This design comes from an exercise in tuning for small area on the open sky130 flow, not from production work. The RTL was checked by simulation tests, not by an equivalence proof against the original design. No driver is modelled on the clock port, so clock power and skew are understated where the tree is cut down; a real chip needs a root buffer or a tree.

==> v32 <==
// wave_wrapper
module wave_wrapper(
 input clk,
 input rst,
 input enable,
 input [2:0] wave_in_wrapper,
 input [2:0] amp_wrapper,
 input [1:0] dc_wrapper,
 input [1:0] sel_f_wrapper,
 input [1:0] noise_sel,
 input [2:0] noise_amp,
 output [23:0] wave_out
);
==> flow/config.mk <==
export PLATFORM = sky130hd
export DESIGN_NAME = wave_wrapper
export DESIGN_NICKNAME = wave_wrapper
export VERILOG_FILES = /design/flow/design.v
export SDC_FILE = /design/flow/constraint.sdc
export NUM_CORES = 8
export LEC_CHECK = 0
export ABC_AREA = 1
export CAP_MARGIN = 20
export CORE_MARGIN = 2
export CORE_UTILIZATION = 60
export GPL_TIMING_DRIVEN = 0
export SLEW_MARGIN = 20
==> flow/constraint.sdc <==
create_clock -name core_clock -period 10.0 [get_ports {clk}]
set_input_delay 2.0000 -clock core_clock [delete_from_list [all_inputs] [get_ports {clk}]]
set_output_delay 2.0000 -clock core_clock [all_outputs]
set_load 0.01 [all_outputs]
standard.sh (not shown) runs the stock make flow with config.mk's settings and CLKGATE_MAP_FILE= SYNTH_SCRIPT=/design/flow/synth_recipe.tcl, a recipe that flattens the netlist after the stock synthesis.
==> flow/flow/run.sh <==
#!/bin/bash
# Layout flow: the standard ORFS flow (standard.sh) with these changes,
# made in copies of the ORFS scripts:
#  - synthesis uses flow/abc_area.script as its ABC script (ABC's &deepsyn
#    and area-oriented mapping of the logic between the registers; the
#    registers are the standard synthesis's, untouched).  &deepsyn is
#    randomised: synthesis runs once per seed (NSYN seeds, in parallel, each
#    in its own work folder syn_<seed>/) and the smallest netlist is kept;
#  - port buffers use the smallest buffer cell;
#  - the repairs of max slew and capacitance aim at the limits themselves
#    (no margin) up to clock tree synthesis, and 15% below them after
#    global routing, whose parasitics are closer to the final ones;
#  - the clock tree is built by flow/clock_tree.tcl (four clock buffers,
#    each driving one quarter of the flip-flops) in place of TritonCTS; the
#    rest of the CTS step (timing repair, legalisation) is ORFS's.
# Each make's output goes to a log in this folder (synth_<seed>.log,
# flow_make.log); each ORFS step logs to <work folder>/logs/.
set -euo pipefail
here=$(pwd)
NSYN=4
prep_scripts() {
  rm -rf "$1"
  cp -r "$FLOW_HOME/scripts" "$1"
  sed "s/@SEED@/$2/" "$here/flow/abc_area.script" > "$1/abc_area.script"
  cp "$here/flow/clock_tree.tcl" "$1/clock_tree.tcl"
  grep -q 'log_cmd clock_tree_synthesis {\*}$cts_args' "$1/cts.tcl"
  sed -i 's|log_cmd clock_tree_synthesis {\*}$cts_args|source $::env(SCRIPTS_DIR)/clock_tree.tcl|' "$1/cts.tcl"
}
pids=()
for s in $(seq 1 $NSYN); do
  prep_scripts "$here/scripts_$s" "$s"
  bash standard.sh WORK_HOME="$here/syn_$s" SCRIPTS_DIR="$here/scripts_$s" synth \
    > "$here/synth_$s.log" 2>&1 &
  pids+=($!)
done
for p in "${pids[@]}"; do wait "$p" || true; done
best=""; best_area=""
for s in $(seq 1 $NSYN); do
  rpt="$here/syn_$s/reports/$FLOW_PLATFORM/wave_wrapper/base/synth_stat.txt"
  [[ -f "$here/syn_$s/results/$FLOW_PLATFORM/wave_wrapper/base/1_synth.odb" && -f "$rpt" ]] || continue
  a=$(sed -n "s/.*Chip area for module.*: \([0-9.]*\).*/\1/p" "$rpt" | tail -1)
  echo "seed $s: synthesis area $a" | tee -a "$here/synth_choice.log"
  if [[ -z "$best" ]] || awk -v a="$a" -v b="$best_area" 'BEGIN{exit !(a < b)}'; then
    best=$s; best_area=$a
  fi
done
[[ -n "$best" ]]
echo "kept seed $best ($best_area)" | tee -a "$here/synth_choice.log"
mkdir -p "$here/orfs"
cp -a "$here/syn_$best/." "$here/orfs/"
bash standard.sh SCRIPTS_DIR="$here/scripts_$best" \
  "BUFFER_PORTS_ARGS=-buffer_cell sky130_fd_sc_hd__buf_1" \
  CAP_MARGIN=0 SLEW_MARGIN=0 cts > "$here/flow_make.log" 2>&1
bash standard.sh SCRIPTS_DIR="$here/scripts_$best" \
  "BUFFER_PORTS_ARGS=-buffer_cell sky130_fd_sc_hd__buf_1" \
  CAP_MARGIN=15 SLEW_MARGIN=15 finish >> "$here/flow_make.log" 2>&1
==> flow/flow/abc_area.script <==
strash
&get -n
&deepsyn -T 200 -S @SEED@
&dch
&nf -p -R 1000 -F 8 -C 32
&put
topo
Other scripts of this flow, unchanged in this note and not shown: flow/flow/clock_tree.tcl
==> v22 (differences from v32) <==
--- a/flow/design.v
+++ b/flow/design.v
@@ -992,11 +992,11 @@
  output [23:0] wave_out
 );
  reg  [7:0] dcnt;
  reg        clk_en;
  reg  [7:0] dlast;
- always_comb begin
+ always @(*) begin
   case (sel_f_wrapper)
    2'b00: dlast = 8'h32;
    2'b01: dlast = 8'h02;
    2'b10: dlast = 8'h2A;
    default: dlast = 8'h0A;
@@ -1023,22 +1023,22 @@
  wire [2:0] anow_t;
  rca #(3) u_anow (.a(aprev[7:5]), .b(3'd0), .ci(c1 & (&aprev[4:0])), .s(anow_t), .co());
  wire [2:0] anow = r1 ? 3'd0 : anow_t;          
  reg level;
  reg below;
- always_comb begin
+ always @(*) begin
   case (dc_wrapper)
    2'b00: below = (anow == 3'd0);
    2'b01: below = (anow[2:1] == 2'd0);
    2'b10: below = ~anow[2];
    default: below = ~(anow[2] & anow[1]);
   endcase
  end
  always @(posedge clk) level <= below;
  reg [11:0] step_up;
  reg [15:0] step_dn_neg;
- always_comb begin
+ always @(*) begin
   case (sel_f_wrapper)
    2'b00: begin step_up = 12'd2048; step_dn_neg = 16'hFEDC; end   
    2'b01: begin step_up = 12'd1024; step_dn_neg = 16'hFEAB; end   
    2'b10: begin step_up = 12'd512;  step_dn_neg = 16'hFE00; end   
    default: begin step_up = 12'd341; step_dn_neg = 16'hFC00; end  
@@ -1115,11 +1115,11 @@
  rca #(10) u_hi (.a(hp_r), .b(10'd0), .ci(c9_r), .s(hi), .co());
  assign wave_out = {{5{hi[9]}}, hi, lo_r};
  reg  [15:0] ncnt;
  reg         nen;
  reg  [15:0] nlast;
- always_comb begin
+ always @(*) begin
   case (noise_sel)
    2'b00: nlast = 16'hF801;
    2'b01: nlast = 16'hF809;
    2'b10: nlast = 16'hD085;
    default: nlast = 16'hD885;
--- a/flow/config.mk
+++ b/flow/config.mk
@@ -6,8 +6,8 @@
 export NUM_CORES = 8
 export LEC_CHECK = 0
 export ABC_AREA = 1
 export CAP_MARGIN = 20
 export CORE_MARGIN = 2
-export CORE_UTILIZATION = 60
+export CORE_UTILIZATION = 40
 export GPL_TIMING_DRIVEN = 0
 export SLEW_MARGIN = 20
==> v21 (differences from v32) <==
--- a/flow/design.v
+++ b/flow/design.v
@@ -992,11 +992,11 @@
  output [23:0] wave_out
 );
  reg  [7:0] dcnt;
  reg        clk_en;
  reg  [7:0] dlast;
- always_comb begin
+ always @(*) begin
   case (sel_f_wrapper)
    2'b00: dlast = 8'h32;
    2'b01: dlast = 8'h02;
    2'b10: dlast = 8'h2A;
    default: dlast = 8'h0A;
@@ -1023,22 +1023,22 @@
  wire [2:0] anow_t;
  rca #(3) u_anow (.a(aprev[7:5]), .b(3'd0), .ci(c1 & (&aprev[4:0])), .s(anow_t), .co());
  wire [2:0] anow = r1 ? 3'd0 : anow_t;          
  reg level;
  reg below;
- always_comb begin
+ always @(*) begin
   case (dc_wrapper)
    2'b00: below = (anow == 3'd0);
    2'b01: below = (anow[2:1] == 2'd0);
    2'b10: below = ~anow[2];
    default: below = ~(anow[2] & anow[1]);
   endcase
  end
  always @(posedge clk) level <= below;
  reg [11:0] step_up;
  reg [15:0] step_dn_neg;
- always_comb begin
+ always @(*) begin
   case (sel_f_wrapper)
    2'b00: begin step_up = 12'd2048; step_dn_neg = 16'hFEDC; end   
    2'b01: begin step_up = 12'd1024; step_dn_neg = 16'hFEAB; end   
    2'b10: begin step_up = 12'd512;  step_dn_neg = 16'hFE00; end   
    default: begin step_up = 12'd341; step_dn_neg = 16'hFC00; end  
@@ -1115,11 +1115,11 @@
  rca #(10) u_hi (.a(hp_r), .b(10'd0), .ci(c9_r), .s(hi), .co());
  assign wave_out = {{5{hi[9]}}, hi, lo_r};
  reg  [15:0] ncnt;
  reg         nen;
  reg  [15:0] nlast;
- always_comb begin
+ always @(*) begin
   case (noise_sel)
    2'b00: nlast = 16'hF801;
    2'b01: nlast = 16'hF809;
    2'b10: nlast = 16'hD085;
    default: nlast = 16'hD885;
==> flow/flow/run.sh (replaced) <==
#!/bin/bash
# Layout flow: the standard ORFS flow (standard.sh) with three changes,
# made in a copy of the ORFS scripts:
#  - synthesis uses flow/abc_area.script as its ABC script (area-oriented
#    mapping of the logic between the registers; the registers themselves
#    are the standard synthesis's, untouched);
#  - port buffers use the smallest buffer cell;
#  - the clock tree is built by flow/clock_tree.tcl (four clock buffers,
#    each driving one quarter of the flip-flops) in place of TritonCTS; the
#    rest of the CTS step (timing repair, legalisation) is ORFS's.
# make's output goes to flow_make.log; each ORFS step logs to orfs/logs/.
set -euo pipefail
here=$(pwd)
rm -rf "$here/scripts"
cp -r "$FLOW_HOME/scripts" "$here/scripts"
cp "$here/flow/abc_area.script" "$here/scripts/abc_area.script"
cp "$here/flow/clock_tree.tcl" "$here/scripts/clock_tree.tcl"
grep -q 'log_cmd clock_tree_synthesis {\*}$cts_args' "$here/scripts/cts.tcl"
sed -i 's|log_cmd clock_tree_synthesis {\*}$cts_args|source $::env(SCRIPTS_DIR)/clock_tree.tcl|' "$here/scripts/cts.tcl"
bash standard.sh SCRIPTS_DIR="$here/scripts" \
  "BUFFER_PORTS_ARGS=-buffer_cell sky130_fd_sc_hd__buf_1" \
  finish > "$here/flow_make.log" 2>&1
==> flow/flow/abc_area.script (replaced) <==
strash
&get -n
&deepsyn -T 200
&dch
&nf -p -R 1000 -F 8 -C 32
&put
topo
--- a/flow/config.mk
+++ b/flow/config.mk
@@ -6,8 +6,8 @@
 export NUM_CORES = 8
 export LEC_CHECK = 0
 export ABC_AREA = 1
 export CAP_MARGIN = 20
 export CORE_MARGIN = 2
-export CORE_UTILIZATION = 60
+export CORE_UTILIZATION = 40
 export GPL_TIMING_DRIVEN = 0
 export SLEW_MARGIN = 20
==> v39 (differences from v32) <==
--- a/flow/design.v
+++ b/flow/design.v
@@ -992,11 +992,11 @@
  output [23:0] wave_out
 );
  reg  [7:0] dcnt;
  reg        clk_en;
  reg  [7:0] dlast;
- always_comb begin
+ always @(*) begin
   case (sel_f_wrapper)
    2'b00: dlast = 8'h32;
    2'b01: dlast = 8'h02;
    2'b10: dlast = 8'h2A;
    default: dlast = 8'h0A;
@@ -1023,22 +1023,22 @@
  wire [2:0] anow_t;
  rca #(3) u_anow (.a(aprev[7:5]), .b(3'd0), .ci(c1 & (&aprev[4:0])), .s(anow_t), .co());
  wire [2:0] anow = r1 ? 3'd0 : anow_t;          
  reg level;
  reg below;
- always_comb begin
+ always @(*) begin
   case (dc_wrapper)
    2'b00: below = (anow == 3'd0);
    2'b01: below = (anow[2:1] == 2'd0);
    2'b10: below = ~anow[2];
    default: below = ~(anow[2] & anow[1]);
   endcase
  end
  always @(posedge clk) level <= below;
  reg [11:0] step_up;
  reg [15:0] step_dn_neg;
- always_comb begin
+ always @(*) begin
   case (sel_f_wrapper)
    2'b00: begin step_up = 12'd2048; step_dn_neg = 16'hFEDC; end   
    2'b01: begin step_up = 12'd1024; step_dn_neg = 16'hFEAB; end   
    2'b10: begin step_up = 12'd512;  step_dn_neg = 16'hFE00; end   
    default: begin step_up = 12'd341; step_dn_neg = 16'hFC00; end  
@@ -1115,11 +1115,11 @@
  rca #(10) u_hi (.a(hp_r), .b(10'd0), .ci(c9_r), .s(hi), .co());
  assign wave_out = {{5{hi[9]}}, hi, lo_r};
  reg  [15:0] ncnt;
  reg         nen;
  reg  [15:0] nlast;
- always_comb begin
+ always @(*) begin
   case (noise_sel)
    2'b00: nlast = 16'hF801;
    2'b01: nlast = 16'hF809;
    2'b10: nlast = 16'hD085;
    default: nlast = 16'hD885;
==> flow/flow/run.sh (replaced) <==
#!/bin/bash
# Layout flow: the standard ORFS flow (standard.sh) with three changes,
# made in a copy of the ORFS scripts:
#  - synthesis uses flow/abc_area.script as its ABC script (area-oriented
#    mapping of the logic between the registers; the registers themselves
#    are the standard synthesis's, untouched);
#  - port buffers use the smallest buffer cell;
#  - the clock tree is built by flow/clock_tree.tcl (four clock buffers,
#    each driving one quarter of the flip-flops) in place of TritonCTS; the
#    rest of the CTS step (timing repair, legalisation) is ORFS's.
# make's output goes to flow_make.log; each ORFS step logs to orfs/logs/.
set -euo pipefail
here=$(pwd)
rm -rf "$here/scripts"
cp -r "$FLOW_HOME/scripts" "$here/scripts"
cp "$here/flow/abc_area.script" "$here/scripts/abc_area.script"
cp "$here/flow/clock_tree.tcl" "$here/scripts/clock_tree.tcl"
grep -q 'log_cmd clock_tree_synthesis {\*}$cts_args' "$here/scripts/cts.tcl"
sed -i 's|log_cmd clock_tree_synthesis {\*}$cts_args|source $::env(SCRIPTS_DIR)/clock_tree.tcl|' "$here/scripts/cts.tcl"
bash standard.sh SCRIPTS_DIR="$here/scripts" \
  "BUFFER_PORTS_ARGS=-buffer_cell sky130_fd_sc_hd__buf_1" \
  finish > "$here/flow_make.log" 2>&1
==> flow/flow/abc_area.script (replaced) <==
strash
&get -n
&deepsyn -T 200
&dch
&nf -p -R 1000 -F 8 -C 32
&put
topo
==> flow/config.mk (replaced) <==
export PLATFORM = sky130hd
export DESIGN_NAME = wave_wrapper
export DESIGN_NICKNAME = wave_wrapper
export VERILOG_FILES = /design/flow/design.v
export SDC_FILE = /design/flow/constraint.sdc
export NUM_CORES = 8
export LEC_CHECK = 0
export ABC_AREA = 1
export CAP_MARGIN = 0
export CORE_MARGIN = 2
export CORE_UTILIZATION = 60
export GPL_TIMING_DRIVEN = 0
export SLEW_MARGIN = 0
==> comparison <==
In v22 the final cell count is lower than in v21, by about 2.7%.
Flip-flop and latch count is the same in v32 and v22.
Clock skew, highest first: v22, v39, v21, v32.
v22 went through all stages and came out clean. v32 passed the timing, DRC and antenna checks. v21 completed without violations. v39 finished but failed the layout checks on capacitance limit, slew limit.
Worst hold slack: v21 > v22 > v39 > v32.
Die area, highest first: v21, v22, v39, v32.
No run of this note takes its clock network from TritonCTS; it comes from the design's own scripts or RTL.

port drivers added, routing unchanged:
No port has a modelled driver above. Below, the same layouts with a new extraction and two added sets of constraints.
Step 1 assumes that a clkbuf_16 drives the clock port and a buf_2 every other input.
Step 2, shift: input delay + t, output delay - t, t = (earliest + latest rising clock arrival at the registers) / 2. This alone moves slack from input paths to output paths.
Slacks: ideal ports / drivers / drivers and shift; pairs: ideal ports / drivers.
run | shift t [ns] | setup WS [ns] | pins driven straight from the clock port
v32 | 0.239 | 0.562 / 0.562 / 0.562 | 4
v22 | 0.247 | 0.393 / 0.393 / 0.393 | 4
v21 | 0.244 | 0.402 / 0.402 / 0.402 | 4
v39 | 0.243 | 0.489 / 0.489 / 0.489 | 4
